Context: an optimization exercise on an open-source flow, tuned for small area and a short achievable clock period. The choices shown serve that exercise and are no tape-out recipe.
RTL that was checked went through simulation tests only; none was proved equivalent to the original.
The RTL of runs 1 to 3 was laid out without a check of its function.
Power is estimated from default activity; no workload was simulated.

===== design/flow/design.v =====
module pg_ctrl(
    input  wire clk,
    input  wire reset,
    input  wire active,
    output reg  idle_detect,
    output reg  power_gated,
    output reg  clk_en
);
    reg [2:0] idle_counter;
    always @(posedge clk or posedge reset) begin
        if (reset) begin
            idle_counter <= 3'd0;
            idle_detect  <= 1'b0;
            power_gated  <= 1'b0;
            clk_en       <= 1'b1;
        end else if (active) begin
            idle_counter <= 3'd0;
            idle_detect  <= 1'b0;
            power_gated  <= 1'b0;
            clk_en       <= 1'b1;
        end else begin
            if (idle_counter != 3'd7)
                idle_counter <= idle_counter + 3'd1;
            if (idle_counter >= 3'd5)
                idle_detect <= 1'b1;
            if (idle_counter == 3'd7) begin
                power_gated <= 1'b1;
                clk_en      <= 1'b0;
            end
        end
    end
endmodule
module ALU_with_power_gating(
    input  wire clk,
    input  wire reset,
    input  wire [3:0] A,
    input  wire [3:0] B,
    input  wire [2:0] opcode,
    output reg  [3:0] result,
    output wire idle_detect,
    output wire power_gated,
    output wire clk_en
);
    reg [3:0] prev_A, prev_B;
    reg [2:0] prev_opcode;
    reg [3:0] alu_out;
    wire activity_detected = (A != prev_A) || (B != prev_B) || (opcode != prev_opcode);
    always @(*) begin
        case (opcode)
            3'b000: alu_out = A + B;
            3'b001: alu_out = A - B;
            3'b010: alu_out = A & B;
            3'b011: alu_out = A | B;
            3'b100: alu_out = A ^ B;
            3'b101: alu_out = ~A;
            3'b110: alu_out = A << 1;
            default: alu_out = A >> 1;
        endcase
    end
    always @(posedge clk or posedge reset) begin
        if (reset) begin
            prev_A      <= 4'b0000;
            prev_B      <= 4'b0000;
            prev_opcode <= 3'b000;
            result      <= 4'b0000;
        end else begin
            prev_A      <= A;
            prev_B      <= B;
            prev_opcode <= opcode;
            result      <= alu_out;
        end
    end
    pg_ctrl ctrl (
        .clk(clk), .reset(reset), .active(activity_detected),
        .idle_detect(idle_detect), .power_gated(power_gated), .clk_en(clk_en)
    );
endmodule
module Memory_with_power_gating(
    input  wire clk,
    input  wire reset,
    input  wire [3:0] addr,
    input  wire [7:0] data_in,
    input  wire write_en,
    input  wire req_valid,
    output reg  [7:0] data_out,
    output wire idle_detect,
    output wire power_gated,
    output wire clk_en
);
    reg [7:0]  mem [0:15];
    reg [15:0] valid;
    reg [3:0] prev_addr;
    reg [7:0] prev_data_in;
    reg       prev_write_en;
    wire activity_detected = req_valid || (addr != prev_addr) ||
                             (data_in != prev_data_in) || (write_en != prev_write_en);
    wire [15:0] sel = 16'd1 << addr;
    wire        wr  = req_valid & write_en;
    wire [15:0] rd_sel = valid & sel;
    reg  [7:0]  rd_data;
    integer j;
    always @(*) begin
        rd_data = 8'd0;
        for (j = 0; j < 16; j = j + 1)
            rd_data = rd_data | (mem[j] & {8{rd_sel[j]}});
    end
    always @(posedge clk) begin
        if (wr)
            mem[addr] <= data_in;
    end
    always @(posedge clk or posedge reset) begin
        if (reset) begin
            data_out      <= 8'd0;
            valid         <= 16'd0;
            prev_addr     <= 4'd0;
            prev_data_in  <= 8'd0;
            prev_write_en <= 1'b0;
        end else begin
            if (req_valid)
                data_out <= write_en ? data_in : rd_data;
            if (wr)
                valid <= valid | sel;
            prev_addr     <= addr;
            prev_data_in  <= data_in;
            prev_write_en <= write_en;
        end
    end
    pg_ctrl ctrl (
        .clk(clk), .reset(reset), .active(activity_detected),
        .idle_detect(idle_detect), .power_gated(power_gated), .clk_en(clk_en)
    );
endmodule
module IO_with_power_gating(
    input  wire clk,
    input  wire reset,
    input  wire [7:0] io_in,
    input  wire write_en,
    input  wire read_request,
    output reg  [7:0] io_out,
    output wire idle_detect,
    output wire power_gated,
    output wire clk_en
);
    reg [7:0] prev_io_in;
    wire activity_detected = write_en || read_request || (io_in != prev_io_in);
    always @(posedge clk or posedge reset) begin
        if (reset) begin
            io_out     <= 8'b00000000;
            prev_io_in <= 8'b00000000;
        end else begin
            if (write_en)
                io_out <= io_in;
            prev_io_in <= io_in;
        end
    end
    pg_ctrl ctrl (
        .clk(clk), .reset(reset), .active(activity_detected),
        .idle_detect(idle_detect), .power_gated(power_gated), .clk_en(clk_en)
    );
endmodule
module pmc_rca #(parameter W = 8) (
    input  wire [W-1:0] a,
    input  wire [W-1:0] b,
    input  wire         ci,
    output wire [W-1:0] s,
    output wire         co
);
    wire [W:0] c;
    assign c[0] = ci;
    genvar i;
    generate
        for (i = 0; i < W; i = i + 1) begin : bit_
            assign s[i]   = a[i] ^ b[i] ^ c[i];
            assign c[i+1] = (a[i] & b[i]) | (a[i] & c[i]) | (b[i] & c[i]);
        end
    endgenerate
    assign co = c[W];
endmodule
module Power_Management_Controller(
    input  wire clk,
    input  wire reset,
    input  wire alu_idle,
    input  wire mem_idle,
    input  wire io_idle,
    input  wire alu_power_gated,
    input  wire mem_power_gated,
    input  wire io_power_gated,
    output reg  system_power_save_mode,
    output reg  [1:0] active_modules_count,
    output wire [7:0] power_efficiency_metric
);
    reg [7:0] total_neg;
    reg [7:0] gated_cycles;
    reg [6:0] metric;
    assign power_efficiency_metric = {1'b0, metric};
    wire [11:0] g9;
    wire [12:0] g25;
    wire        co9, co25;
    assign g9[2:0] = gated_cycles[2:0];
    pmc_rca #(8) add9  (.a({3'b000, gated_cycles[7:3]}), .b(gated_cycles), .ci(1'b0),
                        .s(g9[10:3]), .co(co9));
    assign g9[11] = co9;
    assign g25[3:0] = g9[3:0];
    pmc_rca #(8) add25 (.a(g9[11:4]), .b(gated_cycles), .ci(1'b0),
                        .s(g25[11:4]), .co(co25));
    assign g25[12] = co25;
    wire [14:0] num = {g25, 2'b00};
    wire [8:0] p   [0:6];
    wire [7:0] s   [0:6];
    wire [6:0] co;
    wire [6:0] q;
    assign p[6] = num[14:6];
    genvar k;
    generate
        for (k = 6; k >= 0; k = k - 1) begin : step
            pmc_rca #(8) sub (.a(p[k][7:0]), .b(total_neg), .ci(1'b0), .s(s[k]), .co(co[k]));
            assign q[k] = p[k][8] | co[k];
            if (k > 0) begin : next
                assign p[k-1] = {(q[k] ? s[k] : p[k][7:0]), num[k-1]};
            end
        end
    endgenerate
    always @(posedge clk or posedge reset) begin
        if (reset) begin
            system_power_save_mode <= 1'b0;
            active_modules_count   <= 2'b11;
            metric                 <= 7'd0;
            total_neg              <= 8'h00;
            gated_cycles           <= 8'd0;
        end else begin
            if (total_neg != 8'd1)
                total_neg <= total_neg - 8'd1;
            active_modules_count <= {1'b0, ~alu_power_gated} + {1'b0, ~mem_power_gated} + {1'b0, ~io_power_gated};
            system_power_save_mode <= alu_power_gated & mem_power_gated & io_power_gated;
            if (system_power_save_mode && gated_cycles != 8'd255)
                gated_cycles <= gated_cycles + 8'd1;
            metric <= q;
        end
    end
endmodule
module Processor_with_Power_Gating(
    input  wire clk,
    input  wire reset,
    input  wire [3:0] alu_a,
    input  wire [3:0] alu_b,
    input  wire [2:0] alu_opcode,
    output wire [3:0] alu_result,
    input  wire [3:0] mem_addr,
    input  wire [7:0] mem_data_in,
    input  wire mem_write_en,
    input  wire mem_req_valid,
    output wire [7:0] mem_data_out,
    input  wire [7:0] io_in,
    input  wire io_write_en,
    input  wire io_read_request,
    output wire [7:0] io_out,
    output wire alu_idle,
    output wire mem_idle,
    output wire io_idle,
    output wire alu_power_gated,
    output wire mem_power_gated,
    output wire io_power_gated,
    output wire system_power_save_mode,
    output wire [1:0] active_modules_count,
    output wire [7:0] power_efficiency_metric,
    output wire alu_clk_en,
    output wire mem_clk_en,
    output wire io_clk_en
);
    ALU_with_power_gating alu_inst (
        .clk(clk),
        .reset(reset),
        .A(alu_a),
        .B(alu_b),
        .opcode(alu_opcode),
        .result(alu_result),
        .idle_detect(alu_idle),
        .power_gated(alu_power_gated),
        .clk_en(alu_clk_en)
    );
    Memory_with_power_gating mem_inst (
        .clk(clk),
        .reset(reset),
        .addr(mem_addr),
        .data_in(mem_data_in),
        .write_en(mem_write_en),
        .req_valid(mem_req_valid),
        .data_out(mem_data_out),
        .idle_detect(mem_idle),
        .power_gated(mem_power_gated),
        .clk_en(mem_clk_en)
    );
    IO_with_power_gating io_inst (
        .clk(clk),
        .reset(reset),
        .io_in(io_in),
        .write_en(io_write_en),
        .read_request(io_read_request),
        .io_out(io_out),
        .idle_detect(io_idle),
        .power_gated(io_power_gated),
        .clk_en(io_clk_en)
    );
    Power_Management_Controller pmc_inst (
        .clk(clk),
        .reset(reset),
        .alu_idle(alu_idle),
        .mem_idle(mem_idle),
        .io_idle(io_idle),
        .alu_power_gated(alu_power_gated),
        .mem_power_gated(mem_power_gated),
        .io_power_gated(io_power_gated),
        .system_power_save_mode(system_power_save_mode),
        .active_modules_count(active_modules_count),
        .power_efficiency_metric(power_efficiency_metric)
    );
endmodule

===== design/flow/run.sh =====
#!/bin/bash
# synth_recipe.tcl (not shown) runs the flow's synth.tcl, then flattens the netlist and writes it again
# the make line also repeats each setting of config.mk as NAME=value (left out here)
make -C /OpenROAD-flow-scripts/flow DESIGN_CONFIG=/design/flow/config.mk WORK_HOME=/design/flow/orfs CLKGATE_MAP_FILE= SYNTH_SCRIPT=/design/flow/synth_recipe.tcl finish

===== design/flow/config.mk =====
export PLATFORM = sky130hd
export DESIGN_NAME = Processor_with_Power_Gating
export DESIGN_NICKNAME = Processor_with_Power_Gating
export VERILOG_FILES = /design/flow/design.v
export SDC_FILE = /design/flow/constraint.sdc
export NUM_CORES = 4
export LEC_CHECK = 0
export CAP_MARGIN = 20
export CORE_MARGIN = 2
export CORE_UTILIZATION = 40
export SLEW_MARGIN = 20

===== design/flow/constraint.sdc =====
create_clock -name core_clock -period 90.0 [get_ports {clk}]
set_input_delay 18.0000 -clock core_clock [delete_from_list [all_inputs] [get_ports {clk}]]
set_output_delay 18.0000 -clock core_clock [all_outputs]
set_load 0.01 [all_outputs]

==> results of run 1 <==
==> registers in the layout (all words and copies together) (netlist names), 4 cells and up <==
name and flops:
mem_inst.prev_addr 4, mem_inst.mem 128, alu_inst.result 4, pmc_inst.gated_cycles 8, mem_inst.valid 16, pmc_inst.total_neg 8
mem_inst.prev_data_in 8, io_inst.io_out 8, alu_inst.prev_A 4, mem_inst.data_out 8, io_inst.prev_io_in 8, alu_inst.prev_B 4
pmc_inst.metric 7
==> cells by family (layout without fill, tap and decap cells) <==
kind of cell,after synthesis,after routing,share of synthesized area (%)
flip-flops,240,240,55.74
multiplexers,52,52,4.770
buffers and inverters,100,206,3.428
XOR/XNOR,52,52,3.816
AND/OR/NAND/NOR,226,226,9.572
adder cells (fa/ha/maj),90,90,12.75
AO/OA/AOI/OAI,159,159,9.896
other,1,1,0.03142
==> metal layers <==
layer | part of all wire, % | vias up | wire length [um] | track usage, %
met2 | 45 | 223 | 12720 | 28.79
met1 | 46 | 3853 | 12940 | 26.95
met3 | 6.2 | 43 | 1745 | 3.458
met4 | 2.2 | 0 | 617 | 5.303
li1 | - | 3482 | - | -
met5 | 0 | - | 0 | 0
==> final cells by class <==
class / instances / share of cell area [%]
Sequential cell: 240 / 47.26
Multi-Input combinational cell: 580 / 34.68
Timing Repair Buffer: 96 / 6.507
Clock buffer: 39 / 5.289
Tap cell: 390 / 3.467
Inverter: 62 / 1.707
Clock inverter: 9 / 1.093
==> how the worst max path moves through the flow <==
stage                                   startpoint            endpoint  slack (ns)  depth (start not counted)
final                     pmc_inst.gated_cycles[3]  pmc_inst.metric[0]       63.89                         88
after global routing      pmc_inst.gated_cycles[3]  pmc_inst.metric[0]       62.32                         88
after CTS                 pmc_inst.gated_cycles[3]  pmc_inst.metric[0]       63.80                         88
after detailed placement  pmc_inst.gated_cycles[3]  pmc_inst.metric[0]       63.88                         88
after global placement    pmc_inst.gated_cycles[3]  pmc_inst.metric[0]       64.56                         88
after floorplan           pmc_inst.gated_cycles[3]  pmc_inst.metric[0]       66.24                         92
==> metrics by stage <==
stage / cells / setup WS, ns / cell area (um2)
after global placement: 1366 / 64.56 / 13150
after CTS: 1416 / 63.80 / 14070
final: 1416 / 63.89 / 14080
after floorplan: 920 / 66.24 / 11940
after global routing: 1416 / 62.32 / 14080
after detailed placement: 1368 / 63.88 / 13180
==> placed cells by master (no fill, tap or decap), types with 3 or more instances in the layout <==
cell	n
clkbuf_16	26
or4_1	4
mux2i_1	16
nand3_1	25
bufinv_16	3
clkbuf_8	3
o21ai_0	21
a21o_1	7
a22o_1	19
and3_1	18
edfxtp_1	128
nor3_1	9
clkdlybuf4s50_1	75
nand2_1	47
dfrtp_1	107
and2_1	6
o31ai_1	3
a31oi_1	5
o22ai_1	3
inv_4	4
or3_1	4
a22oi_1	35
buf_4	19
nor2_1	60
dfstp_2	5
xor2_1	27
nor4_1	6
fa_1	53
clkbuf_1	6
mux2_2	35
nand4_1	6
a21oi_1	23
nand2b_1	7
inv_1	59
a221oi_1	18
clkbuf_4	4
xnor2_1	25
or2_2	16
ha_1	36
nor2b_1	6
==> power by group through the flow <==
stage	registers, uW	logic [uW]	clock network [uW]
6_report	122	18.1	111
3_5_place_dp	124	18.3	0
4_1_cts	122	18.4	113
5_1_grt	122	20.1	118
2_1_floorplan	124	9.02	0
3_3_place_gp	124	18.0	0
==> cell usage after synthesis (all sizes together) (3+ instances only) <==
| master | number | area [um2] |
|---|---|---|
| or4 | 4 | 30.03 |
| or3 | 4 | 25.02 |
| o22ai | 3 | 18.77 |
| a211oi | 3 | 27.52 |
| clkbuf | 25 | 93.84 |
| a31oi | 5 | 31.28 |
| a21oi | 23 | 115.1 |
| a22oi | 35 | 262.8 |
| buf | 13 | 77.57 |
| xnor2 | 25 | 219.0 |
| mux2 | 36 | 409.1 |
| xor2 | 27 | 236.5 |
| a22o | 19 | 166.4 |
| and2 | 7 | 46.30 |
| inv | 62 | 237.7 |
| nand2 | 47 | 176.4 |
| mux2i | 16 | 160.2 |
| o31ai | 3 | 22.52 |
| dfstp | 5 | 131.4 |
| nor2 | 62 | 240.2 |
| nor4 | 6 | 37.54 |
| nor2b | 6 | 37.54 |
| edfxtp | 128 | 3844 |
| nand2b | 7 | 43.79 |
| or2 | 17 | 106.4 |
| fa | 53 | 1061 |
| ha | 36 | 450.4 |
| and3 | 18 | 112.6 |
| o21ai | 23 | 118.9 |
| a21o | 7 | 52.55 |
| nand4 | 6 | 37.54 |
| dfrtp | 107 | 2678 |
| a221oi | 19 | 172.7 |
| nor3 | 11 | 60.06 |
| nand3 | 25 | 125.1 |
==> run notes, run 1 <==
- Seq/Total Area, Yosys: a little under three fifths
- First-pass DRT Iterations: 5
- Crit path DAT: around 27 ns
- FF-to-FF path depth: 88
- Initial antenna violation count: 0
- Vert. Die Dim: approximately 180 um
- IO Count: slightly below 80
- WHS: around 0.46 ns
- Worst-path clk slew: around 0.060 ns
- Yosys warns: 5
- Core Util, Final: 47.75%
- Post-detail-place hpwl: 19.02 mm
- Gate Count Post-Synth: 920
- P_int: approximately 200 uW
- Final WL: 28.02 mm
- Setup crit end kind: flop
- Startpoint Class: flop
- Slew at the pin closest to its max-slew limit: ~1.1 ns
- # diodes: 0
- Pins Over Slew Limit: 0
- Hold Vio Cnt, Final: 0
- Post-synthesis cell type count: 71
- Post-CTS setup buffers: 0
- Total track usage: between 10% and 20%
- Die Footprint: approximately 31000 um2
- Sw Pwr: between 50 and 60 uW
- Number of fill cells: roughly 2600
- Setup violators final: 0
- RSZ-0062 raised after global routing: false
- ANT nets after route: 0
- Synth Net Count: around 1000
- Clock power share: between 40 and 50%
- Tmin final: between 20 and 30 ns
- Worst skew pair latency: between 0.5 and 0.6 ns
- Hold Path Class: flop to flop
- CP max stage cell: fa_1
- Slew margin rel.: between 20% and 30%
- NumNets Final: about 1100
- Die width: 176.7 um
- Number of flops mapped to enable cells by yosys: roughly 130
- CP Buf/Inv Count: 16
- Via density: approximately 5.4
- Skew final: around 0.02 ns
- Core Region: 29480 um2
- I/O Buffers: between 70 and 80
- Max stage delay on crit path: 0.63 ns
- Initial Util: approximately two fifths
- H-tree Lvls: 1
- Crit path kind: flop to flop
- Pwr dens: between 15 and 20 nW/um2
- DRC Markers: 0
- Status: finished clean
- Total global routing overflow: 0
- Worst hold start: mem_inst.valid[5]
- Final GP Congestion: 0.8778
- Switching Share: 22.34%
- Max Cap Violations: 0
- CTS Root Cell: clkbuf_16
- Top FF cell, synth: edfxtp_1
- Avg Cell Area, Syn: 12.97 um2
- CP max FO: 12
- Fin crit share: between 20 and 30%
- Layout cells sized above 1: 13.45%
- Multi-input gate area: between 4000 and 5000 um2
- Drt initial violations: roughly 720
- Sequential power share: about 49%
- Min-Delay Path Depth: 1
- CTS Hold Bufs: 0
- Overall power: roughly 250 uW
- Reg2reg end: pmc_inst.metric[0]
- Via count: 7601
- FF+latch count, synth: 240
- Reg area: 6653 um2
- WP data required: 90.46 ns
- Worst Hold End: mem_inst.valid[5]
- Static Leak: 0.005710 uW
- R2r startpoint: pmc_inst.gated_cycles[3]
- Clk buf depth: 3
- Worst vdd ir: 0.01174 mV
- Vias in the first global route: about 8000
- Fmax: roughly 0.038 GHz
- Most Frequent Cell on Critical Path: fa_1
- Comb power frac: between 7 and 8%
- R2R setup slack: between 60 and 70 ns
- Rows: 63
- Crit-path leading delay family: adder cells
- Area of the mapped netlist: roughly 12000 um2
- DR WL/cell: 19.79 um
- TritonCTS clock tree: built
- Async SR Flop Fraction: between 40% and 50%
- Gates resized, CTS repair: 0
- Clock sinks: between 200 and 250
- CTS Buf Count: 26
- Synthesis-to-finish area growth: 17.94%
- Global-route wire length before repair: ~45 mm
- Largest net degree at the start of global routing: between 50 and 60
- Total negative slack: 0 ns
==> run 2, diff against run 1 <==
--- a/design/flow/design.v
+++ b/design/flow/design.v
@@ -177,4 +177,16 @@
     assign co = c[W];
 endmodule
+module pmc_div_step(
+    input  wire [8:0] p,
+    input  wire [7:0] tneg,
+    output wire       q,
+    output wire [7:0] r
+);
+    wire [7:0] s;
+    wire       co;
+    pmc_rca #(8) sub (.a(p[7:0]), .b(tneg), .ci(1'b0), .s(s), .co(co));
+    assign q = p[8] | co;
+    assign r = q ? s : p[7:0];
+endmodule
 module Power_Management_Controller(
     input  wire clk,
@@ -190,35 +202,27 @@
     output wire [7:0] power_efficiency_metric
 );
-    reg [7:0] total_neg;
-    reg [7:0] gated_cycles;
-    reg [6:0] metric;
+    reg  [7:0]  total_neg;
+    reg  [12:0] gated25;
+    reg  [6:0]  metric;
     assign power_efficiency_metric = {1'b0, metric};
-    wire [11:0] g9;
-    wire [12:0] g25;
-    wire        co9, co25;
-    assign g9[2:0] = gated_cycles[2:0];
-    pmc_rca #(8) add9  (.a({3'b000, gated_cycles[7:3]}), .b(gated_cycles), .ci(1'b0),
-                        .s(g9[10:3]), .co(co9));
-    assign g9[11] = co9;
-    assign g25[3:0] = g9[3:0];
-    pmc_rca #(8) add25 (.a(g9[11:4]), .b(gated_cycles), .ci(1'b0),
-                        .s(g25[11:4]), .co(co25));
-    assign g25[12] = co25;
-    wire [14:0] num = {g25, 2'b00};
-    wire [8:0] p   [0:6];
-    wire [7:0] s   [0:6];
-    wire [6:0] co;
-    wire [6:0] q;
-    assign p[6] = num[14:6];
-    genvar k;
-    generate
-        for (k = 6; k >= 0; k = k - 1) begin : step
-            pmc_rca #(8) sub (.a(p[k][7:0]), .b(total_neg), .ci(1'b0), .s(s[k]), .co(co[k]));
-            assign q[k] = p[k][8] | co[k];
-            if (k > 0) begin : next
-                assign p[k-1] = {(q[k] ? s[k] : p[k][7:0]), num[k-1]};
-            end
-        end
-    endgenerate
+    wire [7:0]  total_neg_next = (total_neg != 8'd1) ? total_neg - 8'd1 : total_neg;
+    wire [12:0] gated25_next   = (system_power_save_mode && gated25 != 13'd6375) ?
+                                 gated25 + 13'd25 : gated25;
+    reg  [7:0]  div_r;
+    reg  [2:0]  div_q;
+    wire [14:0] num_next = {gated25_next, 2'b00};
+    wire [8:0]  p6 = num_next[14:6];
+    wire        q6, q5, q4;
+    wire [7:0]  r6, r5, r4;
+    pmc_div_step st6 (.p(p6),                 .tneg(total_neg_next), .q(q6), .r(r6));
+    pmc_div_step st5 (.p({r6, num_next[5]}),  .tneg(total_neg_next), .q(q5), .r(r5));
+    pmc_div_step st4 (.p({r5, num_next[4]}),  .tneg(total_neg_next), .q(q4), .r(r4));
+    wire [14:0] num = {gated25, 2'b00};
+    wire        q3, q2, q1, q0;
+    wire [7:0]  r3, r2, r1, r0;
+    pmc_div_step st3 (.p({div_r, num[3]}), .tneg(total_neg), .q(q3), .r(r3));
+    pmc_div_step st2 (.p({r3, num[2]}),    .tneg(total_neg), .q(q2), .r(r2));
+    pmc_div_step st1 (.p({r2, num[1]}),    .tneg(total_neg), .q(q1), .r(r1));
+    pmc_div_step st0 (.p({r1, num[0]}),    .tneg(total_neg), .q(q0), .r(r0));
     always @(posedge clk or posedge reset) begin
         if (reset) begin
@@ -227,13 +231,15 @@
             metric                 <= 7'd0;
             total_neg              <= 8'h00;
-            gated_cycles           <= 8'd0;
+            gated25                <= 13'd0;
+            div_r                  <= 8'd0;
+            div_q                  <= 3'd0;
         end else begin
-            if (total_neg != 8'd1)
-                total_neg <= total_neg - 8'd1;
+            total_neg <= total_neg_next;
+            gated25   <= gated25_next;
             active_modules_count <= {1'b0, ~alu_power_gated} + {1'b0, ~mem_power_gated} + {1'b0, ~io_power_gated};
             system_power_save_mode <= alu_power_gated & mem_power_gated & io_power_gated;
-            if (system_power_save_mode && gated_cycles != 8'd255)
-                gated_cycles <= gated_cycles + 8'd1;
-            metric <= q;
+            div_r  <= r4;
+            div_q  <= {q6, q5, q4};
+            metric <= {div_q, q3, q2, q1, q0};
         end
     end
==> run notes, run 2 <==
- Hold Vio Cnt, Final: 0 (unchanged)
- CP Buf/Inv Count: 2 (was 16)
- Clock power share: 45.6% (was 44.3%)
- Reg area: 7053 um2 (was 6653 um2)
- NumNets Final: 1146 (was 1132)
- Synth area leader: edfxtp_1 (unchanged)
- Largest net degree at the start of global routing: 73 (was 59)
- CTS Root Cell: clkbuf_16 (unchanged)
- Total global routing overflow: 0 (unchanged)
- Global-route wire length before repair: 44.40 mm (was 44.86 mm)
- Total negative slack: 0 ns (unchanged)
- CP max stage cell: clkdlybuf4s50_1 (was fa_1)
- Synth Net Count: 1066 (was 1046)
- Most Frequent Cell on Critical Path: nor2_1 (was fa_1)
- WP data required: 90.41 ns (was 90.46 ns)
- Synthesis-to-finish area growth: 18.08% (was 17.94%)
- Tmin final: 20.38 ns (was 26.11 ns)
- Number of fill cells: 2636 (was 2646)
- Vias in the first global route: 7892 (was 7860)
- Worst vdd ir: 0.01581 mV (was 0.01174 mV)
- Fin crit share: 22.65% (was 29.02%)
- Sequential power share: 47.6% (was 48.5%)
- Top Registers: mem_inst.mem (128), mem_inst.valid (16), pmc_inst.gated25 (13) (was mem_inst.mem (128), mem_inst.valid (16))
- Fmax: 0.04907 GHz (was 0.03829 GHz)
- Drt initial violations: 619 (was 717)
- Final WL: 27.72 mm (was 28.02 mm)
- Via count: 7668 (was 7601)
- Crit-path leading delay family: buffers and inverters (was adder cells)
- Setup violators final: 0 (unchanged)
- Post-CTS setup buffers: 0 (unchanged)
- Initial Util: 40.81% (was 40.48%)
- Vert. Die Dim: 178.1 um (was 176.7 um)
- Hold Path Class: flop to flop (unchanged)
- Sw Pwr: 59.60 uW (was 56.14 uW)
- Avg Cell Area, Syn: 12.69 um2 (was 12.97 um2)
- First-pass DRT Iterations: 7 (was 5)
- Crit path DAT: 20.79 ns (was 26.58 ns)
- Pwr dens: 18.93 nW/um2 (was 17.85 nW/um2)
- H-tree Lvls: 1 (unchanged)
- Max Cap Violations: 0 (unchanged)
- IO Count: 77 (unchanged)
- I/O Buffers: 75 (unchanged)
- Critical path cell sequence: clkdlybuf4s50_1, inv_1, nor3_1, mux2_2, fa_1, xor2_1, nor2_1, a31oi_1, nor2_1, a221oi_1, a41oi_1
- Yosys warns: 5 (unchanged)
- Gates resized, CTS repair: 0 (unchanged)
- Startpoint Class: input pin (was flop)
- Final GP Congestion: 0.8317 (was 0.8778)
- Largest cells by area after synthesis: edfxtp_1 32%, dfrtp_1 25%, fa_1 6.9% (was edfxtp_1 32%, dfrtp_1 22%, fa_1 8.9%)
- Via density: 5.292 (was 5.368)
- DRC Markers: 0 (unchanged)
- Commonest non-fill, non-tap cell in the layout: edfxtp_1 (unchanged)
- Total track usage: 18.14% (was 18.63%)
- Status: finished clean (unchanged)
- Post-detail-place hpwl: 19.16 mm (was 19.02 mm)
- Area of the mapped netlist: 12130 um2 (was 11940 um2)
- Static Leak: 0.005832 uW (was 0.005710 uW)
- Async SR Flop Fraction: 50.00% (was 46.67%)
- ANT nets after route: 0 (unchanged)
- Core Util, Final: 48.19% (was 47.75%)
- Pins Over Slew Limit: 0 (unchanged)
- Slew margin rel.: 23.42% (was 24.18%)
- Die Footprint: 31730 um2 (was 31240 um2)
- CP max FO: 13 (was 12)
- Skew final: 0.01179 ns (was 0.02010 ns)
- Setup crit end kind: flop (unchanged)
- Reg with most FFs: mem_inst.mem (unchanged)
- RSZ-0062 raised after global routing: false (unchanged)
- R2R setup slack: 76.73 ns (was 63.89 ns)
- Gate Count Post-Synth: 956 (was 920)
- Clk buf depth: 3 (unchanged)
- Core Region: 29720 um2 (was 29480 um2)
- Post-synthesis cell type count: 65 (was 71)
- Most instantiated cells after synthesis: 128 x edfxtp_1, 123 x dfrtp_1, 70 x inv_1 (was 128 x edfxtp_1, 107 x dfrtp_1, 61 x nor2_1)
- Worst skew pair latency: 0.56 ns (was 0.55 ns)
- P_int: 211.5 uW (was 195.1 uW)
- Switching Share: 21.99% (was 22.34%)
- Multi-input gate area: 4624 um2 (was 4881 um2)
- Top-count cell post-synth: edfxtp_1 (unchanged)
- Rows: 63 (unchanged)
- Initial antenna violation count: 0 (unchanged)
- Top-area cell type share of the netlist area: 31.69% (was 32.20%)
- Seq/Total Area, Yosys: 58.16% (was 55.74%)
- DR WL/cell: 19.13 um (was 19.79 um)
- Comb power frac: 6.7% (was 7.2%)
- Crit path kind: input pin to flop (was flop to flop)
- Largest register FFs: 128 (unchanged)
- Layout cells sized above 1: 11.81% (was 13.45%)
- Worst-path clk slew: 0.06 ns (about the same)
- Most frequent cells in the layout: 128 x edfxtp_1, 123 x dfrtp_1, 75 x clkdlybuf4s50_1 (was 128 x edfxtp_1, 107 x dfrtp_1, 75 x clkdlybuf4s50_1)
- Top FF cell, synth: edfxtp_1 (unchanged)
- Max stage delay on crit path: 0.74 ns (was 0.63 ns)
- CTS Buf Count: 28 (was 26)
- FF+latch count, synth: 256 (was 240)
- Die width: 178.1 um (was 176.7 um)
- Number of flops mapped to enable cells by yosys: 128 (unchanged)
- WHS: 0.3487 ns (was 0.4570 ns)
- Clock sinks: 256 (was 240)
- TritonCTS clock tree: built (unchanged)
- CTS Hold Bufs: 0 (unchanged)
- Slew at the pin closest to its max-slew limit: 1.144 ns (was 1.129 ns)
-- run 2: changes by cell type after synthesis, moves of 7 or more --
cell      before  now
nand3_1       25   18
nor3_1        10   26
o21ai_0       21   32
a22oi_1       35   66
a22o_1        19    3
nor4_1         6   13
a221oi_1      18    5
dfrtp_1      107  123
nand4_1        6   13
fa_1          53   42
inv_1         60   70
-- run 2: cells by family (layout without fill, tap and decap cells) --
group / Yosys count / after routing / share of synthesized area [%]
flops: 256 / 256 / 58.16
simple gates: 254 / 254 / 10.70
compound gates: 160 / 160 / 9.244
buf+inv: 112 / 214 / 3.714
fa+ha+maj: 74 / 74 / 10.21
xor+xnor: 56 / 56 / 4.044
mux: 43 / 43 / 3.900
other cells: 1 / 2 / 0.03092
-- run 2: layout make-up --
type | count | area share [%]
diodes | 1 | 0.01747
flip-flops and latches | 256 | 49.25
multi-input cells | 588 | 32.29
inverters | 72 | 1.922
well taps | 390 | 3.408
clock buffers | 33 | 5.094
repair buffers | 90 | 6.029
clock inverters | 19 | 1.983
-- run 2: through the flow --
stage / setup WS, ns / instances / total power [uW] / cell area [um2]
floorplan: 68.60 / 956 / 140.5 / 12130
global placement: 69.12 / 1395 / 149.6 / 13300
detailed placement: 69.06 / 1395 / 149.7 / 13300
CTS: 69.65 / 1447 / 273.8 / 14310
global route: 69.44 / 1448 / 280.8 / 14320
finish: 69.62 / 1449 / 271.1 / 14320
-- run 2: routing by layer --
layer	GRT usage (%)	routed length (um)	vias up
met3	3.474	2006	46
met2	27.60	12150	252
met5	0	0	-
met1	26.28	12890	3788
li1	-	-	3582
met4	5.669	687	0
-- run 2: power groups by stage --
| stage | Clock, uW | Combinational [uW] | Sequential [uW] |
|---|---|---|---|
| after global placement | 0 | 18.2 | 131 |
| after floorplan | 0 | 9.03 | 131 |
| after CTS | 126 | 18.5 | 129 |
| final | 124 | 18.3 | 129 |
| after detailed placement | 0 | 18.4 | 131 |
| after global routing | 131 | 20.1 | 129 |
-- run 2: worst paths after layout --
check                                           start                 end  cells after the start
worst max-delay path                    alu_opcode[0]  alu_inst.result[2]                     11
worst min-delay path                pmc_inst.div_q[0]  pmc_inst.metric[4]                      0
worst max register to register  pmc_inst.total_neg[2]   pmc_inst.div_r[6]                     42
worst min register to register      pmc_inst.div_q[0]  pmc_inst.metric[4]                      0
max in group asynchronous                       reset   io_inst.io_out[3]                      3
min in group asynchronous                       reset   pmc_inst.div_q[0]                      2
==> run 3, diff against run 2 <==
==> design/flow/flow/run.sh (new file) <==
#!/bin/bash
# The standard layout (the standard.sh, unchanged synthesis and steps),
# with one change: the port buffers that global placement inserts on every
# input and output are sky130_fd_sc_hd__buf_2 instead of the cell
# buffer_ports picks by default (a clkdlybuf4s50_1 delay cell).
set -euo pipefail
export BUFFER_PORTS_ARGS="-buffer_cell sky130_fd_sc_hd__buf_2"
bash standard.sh > standard.log 2>&1
==> design/flow/standard.sh (new file) <==
#!/bin/bash
# synth_recipe.tcl (not shown) runs the flow's synth.tcl, then flattens the netlist and writes it again
# the make line also repeats each setting of config.mk as NAME=value (left out here)
make -C /OpenROAD-flow-scripts/flow DESIGN_CONFIG=/design/flow/config.mk WORK_HOME=/design/flow/orfs CLKGATE_MAP_FILE= SYNTH_SCRIPT=/design/flow/synth_recipe.tcl "${@:-finish}"
removed: design/flow/run.sh
==> run notes, run 3 <==
- Final GP Congestion: 0.8705 (was 0.8317)
- WP data required: 90.40 ns (was 90.41 ns)
- Commonest non-fill, non-tap cell in the layout: edfxtp_1 (unchanged)
- DRC Markers: 0 (unchanged)
- Pins Over Slew Limit: 0 (unchanged)
- Setup crit end kind: flop (unchanged)
- Top Registers: mem_inst.mem (128), mem_inst.valid (16), pmc_inst.gated25 (13) (unchanged)
- Via density: 5.325 (was 5.292)
- Largest net degree at the start of global routing: 67 (was 73)
- Final WL: 27.70 mm (was 27.72 mm)
- Worst skew pair latency: 0.54 ns (was 0.56 ns)
- Post-CTS setup buffers: 0 (unchanged)
- Fin crit share: 21.98% (was 22.65%)
- Crit path kind: input pin to flop (unchanged)
- Clock sinks: 256 (unchanged)
- Top-count cell post-synth: edfxtp_1 (unchanged)
- IO Count: 77 (unchanged)
- Worst vdd ir: 0.01459 mV (was 0.01581 mV)
- Critical path cell sequence: buf_2, inv_1, nor3_1, mux2_2, fa_1, xor2_1, nor2_1, a31oi_1, nor2_1, a221oi_1, a41oi_1 (was clkdlybuf4s50_1, inv_1, nor3_1, mux2_2, fa_1, xor2_1, nor2_1, a31oi_1, nor2_1, a221oi_1, a41oi_1)
- Slew margin rel.: 28.01% (was 23.42%)
- Gate Count Post-Synth: 956 (unchanged)
- CTS Hold Bufs: 0 (unchanged)
- NumNets Final: 1135 (was 1146)
- Startpoint Class: input pin (unchanged)
- Clk buf depth: 3 (unchanged)
- Total track usage: 18.22% (was 18.14%)
- Most Frequent Cell on Critical Path: nor2_1 (unchanged)
- Status: finished clean (unchanged)
- Reg with most FFs: mem_inst.mem (unchanged)
- Skew final: 0.01536 ns (was 0.01179 ns)
- Synth Net Count: 1066 (unchanged)
- Post-detail-place hpwl: 19.22 mm (was 19.16 mm)
- RSZ-0062 raised after global routing: false (unchanged)
- Most instantiated cells after synthesis: 128 x edfxtp_1, 123 x dfrtp_1, 70 x inv_1 (unchanged)
- Via count: 7652 (was 7668)
- Yosys warns: 5 (unchanged)
- Synthesis-to-finish area growth: 13.06% (was 18.08%)
- I/O Buffers: 75 (unchanged)
- Total negative slack: 0 ns (unchanged)
- Initial Util: 40.81% (unchanged)
- Largest cells by area after synthesis: edfxtp_1 32%, dfrtp_1 25%, fa_1 6.9% (unchanged)
- Rows: 63 (unchanged)
- Min-Delay Path Depth: 0 (unchanged)
- Largest register FFs: 128 (unchanged)
- Hold Vio Cnt, Final: 0 (unchanged)
- Most frequent cells in the layout: 128 x edfxtp_1, 123 x dfrtp_1, 75 x buf_2 (was 128 x edfxtp_1, 123 x dfrtp_1, 75 x clkdlybuf4s50_1)
- TritonCTS clock tree: built (unchanged)
- CTS Buf Count: 27 (was 28)
- Top FF cell, synth: edfxtp_1 (unchanged)
- Cell Count, Final, Fillers Out: 1437 (was 1449)
- FF-to-FF path depth: 42 (unchanged)
- Avg Cell Area, Syn: 12.69 um2 (unchanged)
- CP max FO: 13 (unchanged)
- CP max stage cell: mux2_2 (was clkdlybuf4s50_1)
- Async SR Flop Fraction: 50.00% (unchanged)
- Die Footprint: 31730 um2 (unchanged)
- ANT nets after route: 0 (unchanged)
- Top-area cell type share of the netlist area: 31.69% (unchanged)
- CTS Root Cell: clkbuf_16 (unchanged)
- Seq/Total Area, Yosys: 58.16% (unchanged)
- Slew at the pin closest to its max-slew limit: 1.076 ns (was 1.144 ns)
- First-pass DRT Iterations: 5 (was 7)
- Layout cells sized above 1: 17.61% (was 11.81%)
- Max Cap Violations: 0 (unchanged)
- Drt initial violations: 506 (was 619)
- Hold Path Class: flop to flop (unchanged)
- Total global routing overflow: 0 (unchanged)
- DR WL/cell: 19.28 um (was 19.13 um)
- Crit path DAT: 20.18 ns (was 20.79 ns)
- Dpl cells: 1386 (was 1395)
- Static Leak: 0.005732 uW (was 0.005832 uW)
- Tmin final: 19.78 ns (was 20.38 ns)
- Synth area leader: edfxtp_1 (unchanged)
- H-tree Lvls: 1 (unchanged)
- Global-route wire length before repair: 44.27 mm (was 44.40 mm)
- Fmax: 0.05054 GHz (was 0.04907 GHz)
- Number of flops mapped to enable cells by yosys: 128 (unchanged)
- Vert. Die Dim: 178.1 um (unchanged)
- Max stage delay on crit path: 0.40 ns (was 0.74 ns)
- FF+latch count, synth: 256 (unchanged)
- Setup violators final: 0 (unchanged)
- Pwr dens: 18.36 nW/um2 (was 18.93 nW/um2)
- Post-synthesis cell type count: 65 (unchanged)
- Worst-path clk slew: 0.06 ns (about the same)
- Gates resized, CTS repair: 0 (unchanged)
- Vias in the first global route: 7771 (was 7892)
- Area of the mapped netlist: 12130 um2 (unchanged)
- Initial antenna violation count: 5 (was 0)
- Core Region: 29720 um2 (unchanged)
- Die width: 178.1 um (unchanged)
==> run 3: area by class of cell <==
class	count	area, um2
Fill cell	2655	16010
Tap cell	390	488.0
Inverter	72	275.3
Antenna cell	2	5.005
Sequential cell	256	7053
Clock inverter	11	116.4
Clock buffer	38	726.9
Timing Repair Buffer	80	412.9
Multi-Input combinational cell	588	4634
==> run 3: final timing paths <==
path	slack (ns)	startpoint	to
max	70.22	alu_opcode[0]	alu_inst.result[2]
min	0.35	pmc_inst.div_q[0]	pmc_inst.metric[4]
max reg2reg	76.64	pmc_inst.total_neg[2]	pmc_inst.div_r[0]
min reg2reg	0.35	pmc_inst.div_q[0]	pmc_inst.metric[4]
max in group asynchronous	71.21	reset	io_inst.io_out[4]
min in group asynchronous	17.55	reset	pmc_inst.total_neg[7]
==> run 3: cell families (layout without fill, tap and decap cells) <==
group	count (synthesis)	after routing	synth area share, %
buffers and inverters	112	201	3.714
multiplexers	43	43	3.900
flip-flops	256	256	58.16
other	1	3	0.03092
XOR/XNOR	56	56	4.044
AND/OR/NAND/NOR	254	254	10.70
adder cells (fa/ha/maj)	74	74	10.21
AO/OA/AOI/OAI	160	160	9.244
==> run 3: worst max-delay path, delay by kind of cell <==
kind / cells / cell delay, ns
compound gates: 3 / 0.44
xor+xnor: 1 / 0.16
fa+ha+maj: 1 / 0.38
buf+inv: 2 / 0.34
mux: 1 / 0.40
simple gates: 3 / 0.46
==> run 3: layer usage <==
metal	part of all wire [%]	GRT usage, %	vias to the layer above	routed length, um
met5	0.12	0	-	32
met3	6.4	3.474	55	1762
met1	46	26.06	3819	12610
met2	45	28.41	214	12500
li1	-	-	3558	-
met4	2.9	5.089	6	796
==> run 3: per-stage QoR <==
step | power (uW) | cell area (um2) | worst slack, ns | hold slack, ns | utilization, %
final | 251.8 | 13710 | 70.22 | 0.3456 | 46.14
after global placement | 147.2 | 12860 | 69.73 | 0.3331 | 43.27
after global routing | 261.8 | 13710 | 70.00 | 0.3523 | 46.13
after floorplan | 140.5 | 12130 | 68.60 | 0.3312 | -
after CTS | 254.8 | 13700 | 70.27 | 0.3486 | 46.11
after detailed placement | 147.5 | 12860 | 69.68 | 0.3356 | 43.27
==> run 3: where the power goes <==
part | internal (uW) | switching [uW]
Combinational | 6.18 | 9.76
Clock | 62.2 | 44.5
Sequential | 127 | 1.77
Total | 196 | 56.1
==> run 4, diff against run 3 <==
--- a/design/flow/design.v
+++ b/design/flow/design.v
@@ -46,14 +46,28 @@
     reg [3:0] alu_out;
     wire activity_detected = (A != prev_A) || (B != prev_B) || (opcode != prev_opcode);
+    wire [3:0] g  = A & B;           
+    wire [3:0] t  = A | B;           
+    wire [3:0] gb = ~A & B;          
+    wire [3:0] tb = ~A | B;          
+    wire [3:0] x  = A ^ B;
+    wire [3:0] c, bw;
+    assign c[0]  = 1'b0;
+    assign c[1]  = g[0];
+    assign c[2]  = g[1] | (t[1] & g[0]);
+    assign c[3]  = g[2] | (t[2] & g[1]) | (t[2] & t[1] & g[0]);
+    assign bw[0] = 1'b0;
+    assign bw[1] = gb[0];
+    assign bw[2] = gb[1] | (tb[1] & gb[0]);
+    assign bw[3] = gb[2] | (tb[2] & gb[1]) | (tb[2] & tb[1] & gb[0]);
     always @(*) begin
         case (opcode)
-            3'b000: alu_out = A + B;
-            3'b001: alu_out = A - B;
-            3'b010: alu_out = A & B;
-            3'b011: alu_out = A | B;
-            3'b100: alu_out = A ^ B;
+            3'b000: alu_out = x ^ c;               
+            3'b001: alu_out = x ^ bw;              
+            3'b010: alu_out = g;
+            3'b011: alu_out = t;
+            3'b100: alu_out = x;
             3'b101: alu_out = ~A;
-            3'b110: alu_out = A << 1;
-            default: alu_out = A >> 1;
+            3'b110: alu_out = {A[2:0], 1'b0};
+            default: alu_out = {1'b0, A[3:1]};
         endcase
     end
@@ -97,11 +111,12 @@
     wire [15:0] sel = 16'd1 << addr;
     wire        wr  = req_valid & write_en;
-    wire [15:0] rd_sel = valid & sel;
-    reg  [7:0]  rd_data;
+    wire        rd  = req_valid & ~write_en;
+    wire [15:0] rd_sel = valid & sel & {16{rd}};
+    reg  [7:0]  data_out_next;
     integer j;
     always @(*) begin
-        rd_data = 8'd0;
+        data_out_next = ({8{wr}} & data_in) | ({8{~req_valid}} & data_out);
         for (j = 0; j < 16; j = j + 1)
-            rd_data = rd_data | (mem[j] & {8{rd_sel[j]}});
+            data_out_next = data_out_next | (mem[j] & {8{rd_sel[j]}});
     end
     always @(posedge clk) begin
@@ -117,6 +132,5 @@
             prev_write_en <= 1'b0;
         end else begin
-            if (req_valid)
-                data_out <= write_en ? data_in : rd_data;
+            data_out <= data_out_next;
             if (wr)
                 valid <= valid | sel;
==> run notes, run 4 <==
- Most Frequent Cell on Critical Path: and3_1 (was nor2_1)
- Avg Cell Area, Syn: 12.82 um2 (was 12.69 um2)
- Worst skew pair latency: 0.54 ns (about the same)
- Pwr dens: 19.06 nW/um2 (was 18.36 nW/um2)
- Drt initial violations: 726 (was 506)
- Rows: 63 (unchanged)
- Tmin final: 19.66 ns (was 19.78 ns)
- Hold Vio Cnt, Final: 0 (unchanged)
- Cell Count, Final, Fillers Out: 1423 (was 1437)
- Compound-gate portion of the synthesized area: 10.09% (was 9.244%)
- WHS: 0.3486 ns (was 0.3456 ns)
- Final GP Congestion: 0.9156 (was 0.8705)
- # diodes: 0 (was 2)
- Clock sinks: 256 (unchanged)
- Die width: 177.3 um (was 178.1 um)
- Largest net degree at the start of global routing: 69 (was 67)
- Layout cells sized above 1: 16.84% (was 17.61%)
- Dpl cells: 1371 (was 1386)
- ANT nets after route: 0 (unchanged)
- WP data required: 90.47 ns (was 90.40 ns)
- Async SR Flop Fraction: 50.00% (unchanged)
- Post-detail-place hpwl: 20.28 mm (was 19.22 mm)
- Pins Over Slew Limit: 0 (unchanged)
- Fmax: 0.05085 GHz (was 0.05054 GHz)
- Top FF cell, synth: edfxtp_1 (unchanged)
- Initial Util: 40.51% (was 40.81%)
- I/O Buffers: 75 (unchanged)
- Max stage delay on crit path: 0.55 ns (was 0.40 ns)
- DR WL/cell: 20.36 um (was 19.28 um)
- Synth Net Count: 1047 (was 1066)
- Status: finished clean (unchanged)
- Synth area leader: edfxtp_1 (unchanged)
- Via density: 5.481 (was 5.325)
- Yosys warns: 5 (unchanged)
- Final Cell Area: 13730 um2 (was 13710 um2)
- Crit path DAT: 20.13 ns (was 20.18 ns)
- CTS Root Cell: clkbuf_16 (unchanged)
- Top-count cell post-synth: edfxtp_1 (unchanged)
- Crit-path leading delay family: simple AND/OR/NAND/NOR gates (unchanged)
- CTS Hold Bufs: 0 (unchanged)
- FF+latch count, synth: 256 (unchanged)
- Vias in the first global route: 7874 (was 7771)
- Global-route wire length before repair: 45.77 mm (was 44.27 mm)
- CP max stage cell: and3_1 (was mux2_2)
- Synth Area in XOR/XNOR: 4.085% (was 4.044%)
- Top-area cell type share of the netlist area: 32.01% (was 31.69%)
- Number of flops mapped to enable cells by yosys: 128 (unchanged)
- Post-CTS setup buffers: 0 (unchanged)
- Die Footprint: 31420 um2 (was 31730 um2)
- Setup crit end kind: flop (unchanged)
- Total global routing overflow: 0 (unchanged)
- Placed Area: 12770 um2 (was 12860 um2)
- Worst vdd ir: 0.01445 mV (was 0.01459 mV)
- DRC Markers: 0 (unchanged)
- Initial antenna violation count: 0 (was 5)
- Slew at the pin closest to its max-slew limit: 1.093 ns (was 1.076 ns)
- Slew margin rel.: 26.86% (was 28.01%)
- Reg with most FFs: mem_inst.mem (unchanged)
- Top Registers: mem_inst.mem (128), mem_inst.valid (16), pmc_inst.gated25 (13) (unchanged)
- Gate Count Post-Synth: 937 (was 956)
- CP Buf/Inv Count: 1 (was 2)
- Startpoint Class: input pin (unchanged)
- Largest cells by area after synthesis: edfxtp_1 32%, dfrtp_1 26%, fa_1 6.8% (was edfxtp_1 32%, dfrtp_1 25%, fa_1 6.9%)
- Via count: 7799 (was 7652)
- RSZ-0062 raised after global routing: false (unchanged)
- Commonest non-fill, non-tap cell in the layout: edfxtp_1 (unchanged)
- Area of the mapped netlist: 12010 um2 (was 12130 um2)
- Most frequent cells in the layout: 128 x edfxtp_1, 123 x dfrtp_1, 75 x nor2_1, 75 x buf_2, 67 x inv_1 (was 128 x edfxtp_1, 123 x dfrtp_1, 75 x buf_2)
- TritonCTS clock tree: built (unchanged)
- Final WL: 28.98 mm (was 27.70 mm)
- CP max FO: 20 (was 13)
- Max Cap Violations: 0 (unchanged)
- Synthesis-to-finish area growth: 14.37% (was 13.06%)
- Seq/Total Area, Yosys: 58.74% (was 58.16%)
- Post-synthesis cell type count: 67 (was 65)
- Largest register FFs: 128 (unchanged)
- H-tree Lvls: 1 (unchanged)
- First-pass DRT Iterations: 6 (was 5)
- Total negative slack: 0 ns (unchanged)
- Setup violators final: 0 (unchanged)
- Total track usage: 19.03% (was 18.22%)
- Core Region: 29640 um2 (was 29720 um2)
- Met2 Use GR: 29.57% (was 28.41%)
- CTS Buf Count: 28 (was 27)
- Crit path kind: input pin to flop (unchanged)
- Mux cell area share after synthesis: 3.209% (was 3.900%)
- Vert. Die Dim: 177.3 um (was 178.1 um)
- Number of fill cells: 2684 (was 2655)
- Met3 Track Usage GR: 3.436% (was 3.474%)
- Worst-path clk slew: 0.06 ns (about the same)
- NumNets Final: 1121 (was 1135)
- Gates resized, CTS repair: 0 (unchanged)
- Most instantiated cells after synthesis: 128 x edfxtp_1, 123 x dfrtp_1, 75 x nor2_1 (was 128 x edfxtp_1, 123 x dfrtp_1, 70 x inv_1)
- Overall power: 261.7 uW (was 251.8 uW)
- Hold Path Class: flop to flop (unchanged)
- Skew final: 0.008103 ns (was 0.01536 ns)
- Synth Area in Simple Gates: 10.23% (was 10.70%)
- Busiest grt layer: met2 (unchanged)
- Critical path cell sequence: buf_2, nor2b_1, nor3b_1, and3_1, a221oi_1, and3_1, nand4_1 (was buf_2, inv_1, nor3_1, mux2_2, fa_1, xor2_1, nor2_1, a31oi_1, nor2_1, a221oi_1, a41oi_1)
- Static Leak: 0.005639 uW (was 0.005732 uW)
- Largest family of logic cells by synthesized area: simple AND/OR/NAND/NOR gates (unchanged)
- Met1 GRT Util: 27.17% (was 26.06%)
- Clk buf depth: 3 (unchanged)
- IO Count: 77 (unchanged)
- Fin crit share: 21.85% (was 21.98%)
- Adder-Cell Fraction of Synth Area: 10.17% (was 10.21%)
[run 4: cell types whose count changed after synthesis, sizes merged, moves of 11 or more]
cell	previous run	this run
mux2	31	20
o21ai	32	16
a22oi	66	33
a21oi	21	34
nor2	61	75
nor3	26	11
[run 4: per-stage QoR]
stage | setup WS, ns | utilization, %
6_report | 70.34 | 46.34
5_1_grt | 70.29 | 46.34
4_1_cts | 70.46 | 46.34
3_5_place_dp | 69.92 | 43.09
3_3_place_gp | 69.94 | 43.09
2_1_floorplan | 68.60 | -
[run 4: cell type report]
| class | count | area (um2) | share of cell area (%) |
|---|---|---|---|
| clock buffer | 41 | 802.0 | 5.840 |
| clock inverter | 11 | 161.4 | 1.175 |
| inverter | 70 | 267.8 | 1.950 |
| multi-input combinational | 574 | 4541 | 33.06 |
| sequential | 256 | 7053 | 51.36 |
| tap | 390 | 488.0 | 3.553 |
| timing repair buffer | 81 | 420.4 | 3.061 |
[run 4: worst reg2reg max path: cells and delay by family (launching register included)]
| family | cells | cell delay (ns) |
|---|---|---|
| xor gates and xnor gates | 1 | 0.33 |
| DFF | 1 | 0.46 |
| and+or+nand+nor | 7 | 1.78 |
| buffers and inverters | 7 | 0.73 |
| adders and majority gates | 21 | 8.58 |
| AOI/OAI and AO/OA | 3 | 1.16 |
| muxes | 3 | 0.64 |
[run 4: logic make-up (layout without fill, tap and decap cells)]
family          count (synthesis)  count (layout)
buf+inv                       107             203
compound gates                165             165
simple gates                  243             243
fa+ha+maj                      73              73
mux                            36              36
other cells                     1               1
xor+xnor                       56              56
flops                         256             256
[run 4: layer usage]
layer / up-vias / wire length [um]
met5: - / 0
met4: 0 / 860
met3: 60 / 2257
met2: 316 / 13040
met1: 3897 / 12820
li1: 3526 / -
[run 4: final timing paths]
| kind | start | endpoint | slack (ns) | cells after the start |
|---|---|---|---|---|
| min in group asynchronous | reset | alu_inst.result[0] | 17.52 | 2 |
| min | pmc_inst.div_q[1] | pmc_inst.metric[5] | 0.35 | 0 |
| min reg2reg | pmc_inst.div_q[1] | pmc_inst.metric[5] | 0.35 | 0 |
| max in group asynchronous | reset | mem_inst.valid[15] | 71.10 | 3 |
| max | mem_req_valid | mem_inst.data_out[4] | 70.34 | 7 |
| max reg2reg | pmc_inst.gated25[8] | pmc_inst.div_r[1] | 76.24 | 42 |
[run 4: power by group]
part,internal (uW),leakage (uW),switching [uW]
clock network,73.2,0.000461,45.3
registers,127,0.00274,2.53
logic,5.13,0.00244,8.39
total,206,0.00564,56.2
==> run 5, diff against run 4 <==
--- a/design/flow/config.mk
+++ b/design/flow/config.mk
@@ -6,6 +6,6 @@
 export NUM_CORES = 4
 export LEC_CHECK = 0
-export CAP_MARGIN = 20
+export CAP_MARGIN = 80
 export CORE_MARGIN = 2
 export CORE_UTILIZATION = 40
-export SLEW_MARGIN = 20
+export SLEW_MARGIN = 80
==> run notes, run 5 <==
- Crit path kind: input pin to flop (unchanged)
- CTS Root Cell: clkbuf_16 (unchanged)
- Skew final: 0.009697 ns (was 0.008103 ns)
- Vert. Die Dim: 177.3 um (unchanged)
- TritonCTS clock tree: built (unchanged)
- Crit path DAT: 20.16 ns (was 20.13 ns)
- Seq/Total Area, Yosys: 58.74% (unchanged)
- Largest net degree at the start of global routing: 62 (was 69)
- Clk buf depth: 3 (unchanged)
- Gate Count Post-Synth: 937 (unchanged)
- Top-count cell post-synth: edfxtp_1 (unchanged)
- Reg with most FFs: mem_inst.mem (unchanged)
- Status: finished clean (unchanged)
- Global-route wire length before repair: 46.93 mm (was 45.77 mm)
- Avg Cell Area, Syn: 12.82 um2 (unchanged)
- Hold Path Class: flop to flop (unchanged)
- Post-synthesis cell type count: 67 (unchanged)
- Top-area cell type share of the netlist area: 32.01% (unchanged)
- Total global routing overflow: 0 (unchanged)
- Commonest non-fill, non-tap cell in the layout: edfxtp_1 (unchanged)
- Tmin final: 19.74 ns (was 19.66 ns)
- Max stage delay on crit path: 0.57 ns (was 0.55 ns)
- CTS Buf Count: 28 (unchanged)
- Pwr dens: 17.80 nW/um2 (was 19.06 nW/um2)
- Worst-path clk slew: 0.06 ns (about the same)
- Clock power share: 44.8% (was 45.3%)
- Number of fill cells: 2600 (was 2684)
- Post-detail-place hpwl: 21.59 mm (was 20.28 mm)
- P_int: 204.7 uW (was 205.5 uW)
- Top FF cell, synth: edfxtp_1 (unchanged)
- ANT nets after route: 0 (unchanged)
- Comb power frac: 5.9% (was 5.2%)
- Final WL: 30.05 mm (was 28.98 mm)
- Via count: 8102 (was 7799)
- I/O Buffers: 75 (unchanged)
- Die width: 177.3 um (unchanged)
- WP data required: 90.43 ns (was 90.47 ns)
- Vias in the first global route: 8217 (was 7874)
- Post-CTS setup buffers: 0 (unchanged)
- Area of the mapped netlist: 12010 um2 (unchanged)
- Fin crit share: 21.93% (was 21.85%)
- Largest cells by area after synthesis: edfxtp_1 32%, dfrtp_1 26%, fa_1 6.8% (unchanged)
- CTS Hold Bufs: 0 (unchanged)
- FF+latch count, synth: 256 (unchanged)
- WHS: 0.3484 ns (was 0.3486 ns)
- Rows: 63 (unchanged)
- Static Leak: 0.005944 uW (was 0.005639 uW)
- Largest register FFs: 128 (unchanged)
- # diodes: 0 (unchanged)
- Final GP Congestion: 0.9156 (unchanged)
- Max Cap Violations: 0 (unchanged)
- RSZ-0062 raised after global routing: false (unchanged)
- Initial Util: 40.51% (unchanged)
- Sw Pwr: 58.45 uW (was 56.18 uW)
- Synth Net Count: 1047 (unchanged)
- Number of flops mapped to enable cells by yosys: 128 (unchanged)
- Top Registers: mem_inst.mem (128), mem_inst.valid (16), pmc_inst.gated25 (13) (unchanged)
- Initial antenna violation count: 0 (unchanged)
- Core Region: 29640 um2 (unchanged)
- Yosys warns: 5 (unchanged)
- Gates resized, CTS repair: 0 (unchanged)
- H-tree Lvls: 1 (unchanged)
- CP max stage cell: clkdlybuf4s50_1 (was and3_1)
- Synthesis-to-finish area growth: 23.12% (was 14.37%)
- Startpoint Class: input pin (unchanged)
- Switching Share: 22.21% (was 21.47%)
- Critical path cell sequence: buf_4, nor2b_1, and3_1, and3_2, a22oi_1, clkdlybuf4s50_1, nand4_1, a2111oi_2, nand2_1 (was buf_2, nor2b_1, nor3b_1, and3_1, a221oi_1, and3_1, nand4_1)
- Clock sinks: 256 (unchanged)
- Crit-path leading delay family: simple AND/OR/NAND/NOR gates (unchanged)
- Worst vdd ir: 0.01661 mV (was 0.01445 mV)
- First-pass DRT Iterations: 6 (unchanged)
- Fmax: 0.05066 GHz (was 0.05085 GHz)
- Setup violators final: 0 (unchanged)
- DR WL/cell: 20.40 um (was 20.36 um)
- CP max FO: 20 (unchanged)
- Hold Vio Cnt, Final: 0 (unchanged)
- Worst skew pair latency: 0.54 ns (about the same)
- IO Count: 77 (unchanged)
- Die Footprint: 31420 um2 (unchanged)
- Total negative slack: 0 ns (unchanged)
- Pins Over Slew Limit: 0 (unchanged)
- Sequential power share: 49.3% (was 49.6%)
- Total track usage: 19.49% (was 19.03%)
- Layout cells sized above 1: 28.44% (was 16.84%)
- Setup crit end kind: flop (unchanged)
- Async SR Flop Fraction: 50.00% (unchanged)
- CP Buf/Inv Count: 2 (was 1)
- Most instantiated cells after synthesis: 128 x edfxtp_1, 123 x dfrtp_1, 75 x nor2_1 (unchanged)
- Drt initial violations: 807 (was 726)
- Most frequent cells in the layout: 128 x edfxtp_1, 112 x dfrtp_1, 81 x buf_2 (was 128 x edfxtp_1, 123 x dfrtp_1, 75 x nor2_1, 75 x buf_2, 67 x inv_1)
- Synth area leader: edfxtp_1 (unchanged)
- Via density: 5.500 (was 5.481)
- DRC Markers: 0 (unchanged)
- NumNets Final: 1171 (was 1121)
[run 5: cell count changes in the layout (fill, tap and decap cells not counted), moves of 8 or more]
cell and change:
nor2_1 -20, and3_1 -17, and3_2 +17, nor2_4 +16, buf_4 +12, dfrtp_1 -11
dfrtp_2 +11, buf_1 +10, clkdlybuf4s50_1 +8
[run 5: per-layer routing]
layer | share of wire [%] | global-route usage (%)
met1 | 43 | 27.39
met5 | 0 | 0
met3 | 7.4 | 3.265
met2 | 46 | 30.56
met4 | 3.7 | 7.036
[run 5: worst paths after layout]
| kind | slack [ns] | startpoint | end | cells past startpoint |
|---|---|---|---|---|
| setup / recovery | 70.26 | mem_req_valid | mem_inst.data_out[6] | 9 |
| hold / removal | 0.35 | pmc_inst.div_q[1] | pmc_inst.metric[5] | 0 |
| setup reg to reg | 76.02 | pmc_inst.total_neg[2] | pmc_inst.div_r[1] | 46 |
| hold reg to reg | 0.35 | pmc_inst.div_q[1] | pmc_inst.metric[5] | 0 |
| max in group asynchronous | 71.78 | reset | pmc_inst.total_neg[3] | 5 |
| min in group asynchronous | 17.43 | reset | alu_inst.result[0] | 2 |
[run 5: stage by stage]
step	utilization (%)	worst slack (ns)	cells	power [uW]	area, um2
finish	49.88	70.26	1473	263.2	14780
global route	49.88	70.19	1473	272.0	14780
CTS	48.96	70.31	1465	265.1	14510
detailed placement	45.74	69.74	1413	147.2	13560
global placement	43.09	69.94	1371	145.3	12770
floorplan	-	68.60	937	138.6	12010
[run 5: kinds of logic after synthesis]
logic type / count (synthesis) / share of synthesized area, %
other: 1 / 0.03123
adders and majority gates: 73 / 10.17
AOI/OAI and AO/OA: 165 / 10.09
buffers and inverters: 107 / 3.449
DFF: 256 / 58.74
xor gates and xnor gates: 56 / 4.085
and+or+nand+nor: 243 / 10.23
muxes: 36 / 3.209
[run 5: power groups by stage]
stage / Combinational, uW / Clock [uW] / Sequential (uW)
CTS: 15.3 / 120 / 130
floorplan: 7.50 / 0 / 131
global route: 17.2 / 125 / 130
detailed placement: 15.3 / 0 / 132
finish: 15.6 / 118 / 130
global placement: 13.4 / 0 / 132
[run 5: area by class of cell]
cell class	count	area (um2)	share of cell area [%]
Sequential cell	256	7067	47.80
Tap cell	390	488.0	3.301
Clock buffer	35	758.2	5.129
Multi-Input combinational cell	574	5149	34.83
Inverter	70	289.0	1.955
Timing Repair Buffer	131	838.3	5.670
Clock inverter	17	195.2	1.320
==> run 6, diff against run 5 <==
--- a/design/flow/config.mk
+++ b/design/flow/config.mk
@@ -6,6 +6,6 @@
 export NUM_CORES = 4
 export LEC_CHECK = 0
-export CAP_MARGIN = 80
+export CAP_MARGIN = 50
 export CORE_MARGIN = 2
 export CORE_UTILIZATION = 40
-export SLEW_MARGIN = 80
+export SLEW_MARGIN = 50
==> run notes, run 6 <==
- Status: finished clean (unchanged)
- H-tree Lvls: 1 (unchanged)
- Synth Net Count: 1047 (unchanged)
- Setup violators final: 0 (unchanged)
- Total track usage: 19.10% (was 19.49%)
- Async SR Flop Fraction: 50.00% (unchanged)
- Skew final: 0.02345 ns (was 0.009697 ns)
- R2R setup slack: 76.46 ns (was 76.02 ns)
- Most instantiated cells after synthesis: 128 x edfxtp_1, 123 x dfrtp_1, 75 x nor2_1 (unchanged)
- CTS Buf Count: 28 (unchanged)
- Setup crit end kind: flop (unchanged)
- Area of the mapped netlist: 12010 um2 (unchanged)
- CTS Root Cell: clkbuf_16 (unchanged)
- Hold Path Class: flop to flop (unchanged)
- Final Cell Area: 13770 um2 (was 14780 um2)
- Worst slack, placed: 69.93 ns (was 69.74 ns)
- Tmin final: 19.64 ns (was 19.74 ns)
- Number of fill cells: 2707 (was 2600)
- Gates resized, CTS repair: 0 (unchanged)
- Setup crit start: mem_req_valid (unchanged)
- ANT nets after route: 0 (unchanged)
- Die width: 177.3 um (unchanged)
- Commonest non-fill, non-tap cell in the layout: edfxtp_1 (unchanged)
- Hold Vio Cnt, Final: 0 (unchanged)
- Pins Over Slew Limit: 0 (unchanged)
- Worst skew pair latency: 0.55 ns (was 0.54 ns)
- Sequential power share: 50.4% (was 49.3%)
- Clock power share: 44.3% (was 44.8%)
- Worst-path clk slew: 0.06 ns (about the same)
- Overall power: 257.4 uW (was 263.2 uW)
- Largest net degree at the start of global routing: 69 (was 62)
- Largest cells by area after synthesis: edfxtp_1 32%, dfrtp_1 26%, fa_1 6.8% (unchanged)
- Final GP Congestion: 0.9156 (unchanged)
- Sw Pwr: 55.72 uW (was 58.45 uW)
- FF-to-FF path depth: 42 (was 46)
- Largest register FFs: 128 (unchanged)
- I/O Buffers: 75 (unchanged)
- DR WL/cell: 20.32 um (was 20.40 um)
- Setup crit end: mem_inst.data_out[4] (was mem_inst.data_out[6])
- Post-CTS setup buffers: 0 (unchanged)
- Synth area leader: edfxtp_1 (unchanged)
- Static Leak: 0.005627 uW (was 0.005944 uW)
- NumNets Final: 1121 (was 1171)
- Rows: 63 (unchanged)
- Switching Share: 21.65% (was 22.21%)
- Via count: 7759 (was 8102)
- Most frequent cells in the layout: 128 x edfxtp_1, 123 x dfrtp_1, 75 x buf_2 (was 128 x edfxtp_1, 112 x dfrtp_1, 81 x buf_2)
- First-pass DRT Iterations: 6 (unchanged)
- Clock sinks: 256 (unchanged)
- Reg2reg end: pmc_inst.div_r[1] (unchanged)
- Global-route wire length before repair: 45.90 mm (was 46.93 mm)
- DRC Markers: 0 (unchanged)
- Gate Count Post-Synth: 937 (unchanged)
- Initial antenna violation count: 0 (unchanged)
- Top-count cell post-synth: edfxtp_1 (unchanged)
- FF+latch count, synth: 256 (unchanged)
- Top-area cell type share of the netlist area: 32.01% (unchanged)
- Seq/Total Area, Yosys: 58.74% (unchanged)
- TritonCTS clock tree: built (unchanged)
- WHS: 0.3489 ns (was 0.3484 ns)
- RSZ-0062 raised after global routing: false (unchanged)
- PnR worst setup slack: 70.36 ns (was 70.26 ns)
- Top FF cell, synth: edfxtp_1 (unchanged)
- Max Cap Violations: 0 (unchanged)
- Post-detail-place hpwl: 20.25 mm (was 21.59 mm)
- Total negative slack: 0 ns (unchanged)
- Core Region: 29640 um2 (unchanged)
- Initial Util: 40.51% (unchanged)
- Number of flops mapped to enable cells by yosys: 128 (unchanged)
- Slew at the pin closest to its max-slew limit: between 0.6 and 0.7 ns
- Worst hold start: pmc_inst.div_q[1] (unchanged)
- Crit path kind: input pin to flop (unchanged)
- IO Count: 77 (unchanged)
- Via density: 5.453 (was 5.500)
- CTS Hold Bufs: 0 (unchanged)
- Die Footprint: 31420 um2 (unchanged)
- Avg Cell Area, Syn: 12.82 um2 (unchanged)
- Layout cells sized above 1: 18.68% (was 28.44%)
- R2r startpoint: pmc_inst.gated25[8] (was pmc_inst.total_neg[2])
- Slew margin rel.: between 50% and 60%
- Post-synthesis cell type count: 67 (unchanged)
- Reg with most FFs: mem_inst.mem (unchanged)
- Synthesis-to-finish area growth: 14.65% (was 23.12%)
- Total global routing overflow: 0 (unchanged)
- Pwr dens: 18.70 nW/um2 (was 17.80 nW/um2)
- P_int: 201.7 uW (was 204.7 uW)
- Comb power frac: 5.3% (was 5.9%)
- Drt initial violations: 753 (was 807)
- Clk buf depth: 3 (unchanged)
- Vias in the first global route: 7844 (was 8217)
- Startpoint Class: input pin (unchanged)
- Final WL: 28.91 mm (was 30.05 mm)
- Fmax: 0.05091 GHz (was 0.05066 GHz)
- Fin crit share: 21.83% (was 21.93%)
- Crit path DAT: 20.10 ns (was 20.16 ns)
- Vert. Die Dim: 177.3 um (unchanged)
- Worst vdd ir: 0.01454 mV (was 0.01661 mV)
- # diodes: 0 (unchanged)
- Yosys warns: 5 (unchanged)
- Placed Area: 12820 um2 (was 13560 um2)
- Top Registers: mem_inst.mem (128), mem_inst.valid (16), pmc_inst.gated25 (13) (unchanged)
- CP max FO: 20 (unchanged)
- WP data required: 90.46 ns (was 90.43 ns)
## run 6: cells by family after synthesis
family | count (synthesis) | synth area share (%)
compound gates | 165 | 10.09
xor+xnor | 56 | 4.085
fa+ha+maj | 73 | 10.17
buf+inv | 107 | 3.449
flops | 256 | 58.74
mux | 36 | 3.209
other cells | 1 | 0.03123
simple gates | 243 | 10.23
## run 6: power groups by stage
stage | Combinational, uW | Sequential, uW | Clock, uW
2_1_floorplan | 7.50 | 131 | 0
3_3_place_gp | 13.4 | 132 | 0
3_5_place_dp | 13.8 | 132 | 0
4_1_cts | 13.8 | 130 | 116
5_1_grt | 15.2 | 130 | 121
6_report | 13.7 | 130 | 114
## run 6: critical path, stage by stage
cell	delay, ns
buf_2	0.31
nor2b_1	0.31
nor3b_1	0.37
and3_1	0.47
a22o_1	0.21
a221oi_1	0.07
and3_1	0.23
nand4_1	0.13
## run 6: how the worst min path moves through the flow
stage	end	slack (ns)	cells past startpoint
floorplan	pmc_inst.metric[4]	0.33	0
CTS	pmc_inst.metric[4]	0.35	0
global route	pmc_inst.metric[5]	0.36	0
detailed placement	pmc_inst.metric[6]	0.34	0
global placement	pmc_inst.metric[5]	0.33	0
finish	pmc_inst.metric[5]	0.35	0
## run 6: cell type report
class,count,area [um2],share of cell area [%]
Inverter,70,267.8,1.945
Tap cell,390,488.0,3.544
Sequential cell,256,7053,51.23
Timing Repair Buffer,81,426.7,3.099
Clock inverter,6,86.33,0.6271
Clock buffer,46,840.8,6.107
Multi-Input combinational cell,574,4604,33.45
## run 6: metal layers
metal	part of all wire [%]	vias up	track usage, %	wire length (um)
met5	0	-	0	0
met3	7.5	61	3.071	2166
met2	45	322	29.36	13010
met1	44	3841	27.55	12750
li1	-	3535	-	-
met4	3.4	0	6.626	988
## run 6: stage by stage
stage | util [%] | instances
2_1_floorplan | - | 937
4_1_cts | 46.40 | 1423
5_1_grt | 46.45 | 1423
6_report | 46.45 | 1423
3_5_place_dp | 43.27 | 1371
3_3_place_gp | 43.09 | 1371

Re-timed with assumed drivers on the ports (clkbuf_16 on the clock, buf_2 on other inputs), run 6 has 70.369 ns of setup slack against 70.356 ns with ideal ports, and 69.786 ns once port delays also move by the mid clock arrival of 0.583 ns.
